Background: an optimization exercise with open tools, aiming at small area. Do not read the settings as production practice.

==> job 9003 <==
## main
module main(in, op, apply, tail, valid, empty, clk, reset);
clock: 15.0 ns
lec_check: 0
abc_area: 1
cap_margin: 20
core_margin: 2
core_utilization: 40
slew_margin: 20
standard.sh (not shown) runs the stock make flow with config.mk's settings and CLKGATE_MAP_FILE= SYNTH_SCRIPT=/design/flow/synth_recipe.tcl, a recipe that flattens the netlist after the stock synthesis.
==> flow/flow/run.sh <==
#!/bin/bash
# The standard layout (standard.sh: ORFS from synthesis to the final layout), with these
# changes, all made through ORFS's own variables:
#  - each port gets a sky130_fd_sc_hd__buf_1 as its buffer (buffer_ports -buffer_cell)
#    instead of the default clkdlybuf4s50_1;
#  - clock tree synthesis builds from clkbuf_4/clkbuf_8 and adds no dummy loads.
# Synthesis is the standard one, unchanged. The make output goes to standard.log in the
# work folder; ORFS's per-step logs stay under orfs/logs/.
set -euo pipefail
bash standard.sh synth > synth.log 2>&1
export BUFFER_PORTS_ARGS="-buffer_cell sky130_fd_sc_hd__buf_1"
export CTS_ARGS="-sink_clustering_enable -repair_clock_nets -dont_use_dummy_load -buf_list {sky130_fd_sc_hd__clkbuf_4 sky130_fd_sc_hd__clkbuf_8}"
bash standard.sh finish > standard.log 2>&1
==> job 3597 (differences from job 9003) <==
--- a/flow/design.v
+++ b/flow/design.v
@@ -20,11 +20,11 @@
     wire [2:0] sz_up = {sz[1:0], ~sz[2]};
     wire [2:0] sz_dn = {~sz[0], sz[2:1]};
     assign tail = t;
     assign empty = n0;
     wire [7:0] a = f0;                         
-    wire [7:0] b = n2 ? t : f1;                
+    wire [7:0] b = f1;                         
     wire is_add = (op == 3'd2);
     wire is_mul = (op == 3'd3);
     wire is_sub = (op == 3'd4);
     wire is_quo = (op == 3'd5);
     wire is_rem = (op == 3'd6);
@@ -50,16 +50,16 @@
     wire [1:0] d6_x, d6_y, d6_s, d6_r;
     wire [2:0] d6_c;
     assign d6_x = {d7_r, b[6]};
     assign d6_y = ~a[1:0];
     assign d6_c[1] = d6_x[0] | ~a[0];
-    assign d6_c[2] = (d6_x[1] ^ d6_y[1]) ? d6_c[1] : d6_x[1];
-    assign d6_s[1] = 1'b0;   
+    assign d6_s[1] = d6_x[1] ^ d6_y[1] ^ d6_c[1];
+    assign d6_c[2] = (d6_x[1] & d6_y[1]) | (d6_c[1] & (d6_x[1] ^ d6_y[1]));
     assign quo[6] = d6_c[2] & hz[6];
     assign d6_s[0] = 1'b0;   
     assign d6_r[0] = d6_x[0] ^ (quo[6] & a[0]);
-    assign d6_r[1:1] = d6_x[1:1] ^ ({1{quo[6]}} & (d6_y[1:1] ^ d6_c[1:1]));
+    assign d6_r[1:1] = quo[6] ? d6_s[1:1] : d6_x[1:1];
     wire [2:0] d5_x, d5_y, d5_s, d5_r;
     wire [3:0] d5_c;
     assign d5_x = {d6_r, b[5]};
     assign d5_y = ~a[2:0];
     assign d5_c[1] = d5_x[0] | ~a[0];
@@ -106,24 +106,24 @@
     wire [5:0] d2_x, d2_y, d2_s, d2_r;
     wire [6:0] d2_c;
     assign d2_x = {d3_r, b[2]};
     assign d2_y = ~a[5:0];
     assign d2_c[1] = d2_x[0] | ~a[0];
-    assign d2_c[2] = (d2_x[1] ^ d2_y[1]) ? d2_c[1] : d2_x[1];
-    assign d2_s[1] = 1'b0;   
-    assign d2_c[3] = (d2_x[2] ^ d2_y[2]) ? d2_c[2] : d2_x[2];
-    assign d2_s[2] = 1'b0;   
-    assign d2_c[4] = (d2_x[3] ^ d2_y[3]) ? d2_c[3] : d2_x[3];
-    assign d2_s[3] = 1'b0;   
-    assign d2_c[5] = (d2_x[4] ^ d2_y[4]) ? d2_c[4] : d2_x[4];
-    assign d2_s[4] = 1'b0;   
-    assign d2_c[6] = (d2_x[5] ^ d2_y[5]) ? d2_c[5] : d2_x[5];
-    assign d2_s[5] = 1'b0;   
+    assign d2_s[1] = d2_x[1] ^ d2_y[1] ^ d2_c[1];
+    assign d2_c[2] = (d2_x[1] & d2_y[1]) | (d2_c[1] & (d2_x[1] ^ d2_y[1]));
+    assign d2_s[2] = d2_x[2] ^ d2_y[2] ^ d2_c[2];
+    assign d2_c[3] = (d2_x[2] & d2_y[2]) | (d2_c[2] & (d2_x[2] ^ d2_y[2]));
+    assign d2_s[3] = d2_x[3] ^ d2_y[3] ^ d2_c[3];
+    assign d2_c[4] = (d2_x[3] & d2_y[3]) | (d2_c[3] & (d2_x[3] ^ d2_y[3]));
+    assign d2_s[4] = d2_x[4] ^ d2_y[4] ^ d2_c[4];
+    assign d2_c[5] = (d2_x[4] & d2_y[4]) | (d2_c[4] & (d2_x[4] ^ d2_y[4]));
+    assign d2_s[5] = d2_x[5] ^ d2_y[5] ^ d2_c[5];
+    assign d2_c[6] = (d2_x[5] & d2_y[5]) | (d2_c[5] & (d2_x[5] ^ d2_y[5]));
     assign quo[2] = d2_c[6] & hz[2];
     assign d2_s[0] = 1'b0;   
     assign d2_r[0] = d2_x[0] ^ (quo[2] & a[0]);
-    assign d2_r[5:1] = d2_x[5:1] ^ ({5{quo[2]}} & (d2_y[5:1] ^ d2_c[5:1]));
+    assign d2_r[5:1] = quo[2] ? d2_s[5:1] : d2_x[5:1];
     wire [6:0] d1_x, d1_y, d1_s, d1_r;
     wire [7:0] d1_c;
     assign d1_x = {d2_r, b[1]};
     assign d1_y = ~a[6:0];
     assign d1_c[1] = d1_x[0] | ~a[0];
@@ -146,28 +146,28 @@
     wire [7:0] d0_x, d0_y, d0_s, d0_r;
     wire [8:0] d0_c;
     assign d0_x = {d1_r, b[0]};
     assign d0_y = ~a[7:0];
     assign d0_c[1] = d0_x[0] | ~a[0];
-    assign d0_c[2] = (d0_x[1] ^ d0_y[1]) ? d0_c[1] : d0_x[1];
-    assign d0_s[1] = 1'b0;   
-    assign d0_c[3] = (d0_x[2] ^ d0_y[2]) ? d0_c[2] : d0_x[2];
-    assign d0_s[2] = 1'b0;   
-    assign d0_c[4] = (d0_x[3] ^ d0_y[3]) ? d0_c[3] : d0_x[3];
-    assign d0_s[3] = 1'b0;   
-    assign d0_c[5] = (d0_x[4] ^ d0_y[4]) ? d0_c[4] : d0_x[4];
-    assign d0_s[4] = 1'b0;   
-    assign d0_c[6] = (d0_x[5] ^ d0_y[5]) ? d0_c[5] : d0_x[5];
-    assign d0_s[5] = 1'b0;   
-    assign d0_c[7] = (d0_x[6] ^ d0_y[6]) ? d0_c[6] : d0_x[6];
-    assign d0_s[6] = 1'b0;   
-    assign d0_c[8] = (d0_x[7] ^ d0_y[7]) ? d0_c[7] : d0_x[7];
-    assign d0_s[7] = 1'b0;   
+    assign d0_s[1] = d0_x[1] ^ d0_y[1] ^ d0_c[1];
+    assign d0_c[2] = (d0_x[1] & d0_y[1]) | (d0_c[1] & (d0_x[1] ^ d0_y[1]));
+    assign d0_s[2] = d0_x[2] ^ d0_y[2] ^ d0_c[2];
+    assign d0_c[3] = (d0_x[2] & d0_y[2]) | (d0_c[2] & (d0_x[2] ^ d0_y[2]));
+    assign d0_s[3] = d0_x[3] ^ d0_y[3] ^ d0_c[3];
+    assign d0_c[4] = (d0_x[3] & d0_y[3]) | (d0_c[3] & (d0_x[3] ^ d0_y[3]));
+    assign d0_s[4] = d0_x[4] ^ d0_y[4] ^ d0_c[4];
+    assign d0_c[5] = (d0_x[4] & d0_y[4]) | (d0_c[4] & (d0_x[4] ^ d0_y[4]));
+    assign d0_s[5] = d0_x[5] ^ d0_y[5] ^ d0_c[5];
+    assign d0_c[6] = (d0_x[5] & d0_y[5]) | (d0_c[5] & (d0_x[5] ^ d0_y[5]));
+    assign d0_s[6] = d0_x[6] ^ d0_y[6] ^ d0_c[6];
+    assign d0_c[7] = (d0_x[6] & d0_y[6]) | (d0_c[6] & (d0_x[6] ^ d0_y[6]));
+    assign d0_s[7] = d0_x[7] ^ d0_y[7] ^ d0_c[7];
+    assign d0_c[8] = (d0_x[7] & d0_y[7]) | (d0_c[7] & (d0_x[7] ^ d0_y[7]));
     assign quo[0] = d0_c[8] & hz[0];
     assign d0_s[0] = 1'b0;   
     assign d0_r[0] = d0_x[0] ^ (quo[0] & a[0]);
-    assign d0_r[7:1] = d0_x[7:1] ^ ({7{quo[0]}} & (d0_y[7:1] ^ d0_c[7:1]));
+    assign d0_r[7:1] = quo[0] ? d0_s[7:1] : d0_x[7:1];
     wire [0:0] m7_r;
     assign m7_r = a[0] & b[7];
     wire [1:0] m6_r;
     wire [1:0] m6_s;
     wire [2:0] m6_c;
@@ -270,12 +270,11 @@
     assign m0_c[8] = (m0_x[7] & m0_y[7]) | (m0_c[7] & (m0_x[7] ^ m0_y[7]));
     assign m0_r = m0_s;
     wire [7:0] prod = m0_r;
     wire [7:0] rem = d0_r;
     wire [7:0] as = m0_r;
-    wire is_as = is_add | is_sub;
-    wire [7:0] res = ({8{is_quo}} & quo) | ({8{is_rem}} & rem) | ({8{is_mul}} & prod) | ({8{is_as}} & as);
+    wire [7:0] res = is_quo ? quo : is_rem ? rem : is_mul ? prod : as;
     wire push = (op == 3'd0);
     wire pop  = (op == 3'd1);
     wire good = push ? ~n5 :
                 pop  ? ~n0 :
                 (op == 3'd7) ? 1'b0 :
@@ -289,24 +288,25 @@
         end else if (apply) begin
             if (!good) valid <= 1'b0;
             else sz <= push ? sz_up : sz_dn;
         end
     wire arith = ~push & ~pop;
-    wire p_ok = ok & push, o_ok = ok & pop, r_ok = ok & arith;
-    wire f0_f1 = o_ok, f0_f2 = r_ok & ~le3, f0_t = (p_ok & le1) | (r_ok & le3);
-    wire f1_f2 = o_ok, f1_f3 = r_ok & n5, f1_t = (p_ok & le2) | (r_ok & ~n5);
-    wire f2_f3 = o_ok, f2_t = (p_ok & le3) | r_ok;
-    wire f3_t = ok & ~pop;
-    wire t_in = p_ok, t_res = r_ok;
-    wire f0_h = ~(f0_f1 | f0_f2 | f0_t);
-    wire f1_h = ~(f1_f2 | f1_f3 | f1_t);
-    wire f2_h = ~(f2_f3 | f2_t);
-    wire f3_h = ~f3_t;
-    wire t_h = ~(t_in | t_res);
-    always @(posedge clk) begin
-        f0 <= ({8{f0_h}} & f0) | ({8{f0_f1}} & f1) | ({8{f0_f2}} & f2) | ({8{f0_t}} & t);
-        f1 <= ({8{f1_h}} & f1) | ({8{f1_f2}} & f2) | ({8{f1_f3}} & f3) | ({8{f1_t}} & t);
-        f2 <= ({8{f2_h}} & f2) | ({8{f2_f3}} & f3) | ({8{f2_t}} & t);
-        f3 <= ({8{f3_h}} & f3) | ({8{f3_t}} & t);
-        t  <= ({8{t_h}} & t) | ({8{t_in}} & in) | ({8{t_res}} & res);
-    end
+    always @(posedge clk)
+        if (ok) begin
+            if (!pop) t <= nv;
+            if (push) begin
+                if (le1) f0 <= t;
+                if (le1) f1 <= nv;
+                if (le3) f2 <= t;
+                f3 <= t;
+            end else if (pop) begin
+                f0 <= f1;
+                f1 <= n3 ? t : f2;
+                f2 <= f3;
+            end else begin
+                f0 <= le3 ? t : f2;
+                f1 <= n3 ? nv : n4 ? t : f3;
+                f2 <= t;
+                f3 <= t;
+            end
+        end
 endmodule
==> flow/flow/run.sh (replaced) <==
#!/bin/bash
# The standard layout (standard.sh: ORFS from synthesis to the final layout), with these
# changes, all made through ORFS's own variables:
#  - each port gets a sky130_fd_sc_hd__buf_1 as its buffer (buffer_ports -buffer_cell)
#    instead of the default clkdlybuf4s50_1;
#  - clock tree synthesis builds from clkbuf_4/clkbuf_8 and adds no dummy loads;
#  - after global routing's timing repair, repair_timing -recover_power downsizes gates
#    that have slack to spare (RECOVER_POWER).
# Synthesis is the standard one, unchanged. The make output goes to standard.log in the
# work folder; ORFS's per-step logs stay under orfs/logs/.
set -euo pipefail
bash standard.sh synth > synth.log 2>&1
export BUFFER_PORTS_ARGS="-buffer_cell sky130_fd_sc_hd__buf_1"
export CTS_ARGS="-sink_clustering_enable -repair_clock_nets -dont_use_dummy_load -buf_list {sky130_fd_sc_hd__clkbuf_4 sky130_fd_sc_hd__clkbuf_8}"
export RECOVER_POWER=${RECOVER_POWER_PCT:-100}
bash standard.sh finish > standard.log 2>&1
ABC_AREA = unset   (was 1)
==> notes <==
Job 3597 produced a clean layout. Job 9003 completed with no timing, DRC or antenna violations.
First-iteration DRC count: job 9003 is higher than job 3597 (9.7%).
Non-clock buffer count: job 3597 is higher than job 9003 (47).
Against job 3597, the fmax of job 9003 is higher by about 30%.
Of job 3597 and job 9003, job 3597 has the higher sequential share of layout area (gap 1.8 points).
Between job 3597 and job 9003, the lower hold slack is in job 3597 (gap 0.015 ns).
Against job 9003, the die area of job 3597 is higher by 14%.
No run of this note included a check of the RTL's function; only the layout flow was run.

[afterwards: timing with drivers on the ports]
The results above use ideal ports. As a check the final layouts listed here were re-extracted and re-timed, cells and wires unchanged. Step 1 (the two cells are an assumption about what drives the block):
set clk [get_ports {clk}]
set_driving_cell -lib_cell sky130_fd_sc_hd__clkbuf_16 $clk
set_driving_cell -lib_cell sky130_fd_sc_hd__buf_2 [delete_from_list [all_inputs] $clk]
Step 2 times the ports against the registers' clock, not the clock port: input delays grow and output delays shrink by t, the midpoint of the rising clock arrivals with the driver on. Three values: no drivers, after step 1, after step 2; two values: the first two.
run | shift t [ns] | slack for setup (ns) | worst hold slack (ns)
job 9003 | 0.315 | 3.879 / 3.879 / 3.879 | 0.483 / 0.483 / 0.483
job 3597 | 0.331 | 0.675 / 0.675 / 0.675 | 0.467 / 0.467 / 0.467
After both steps setup and hold are still met in every run listed.
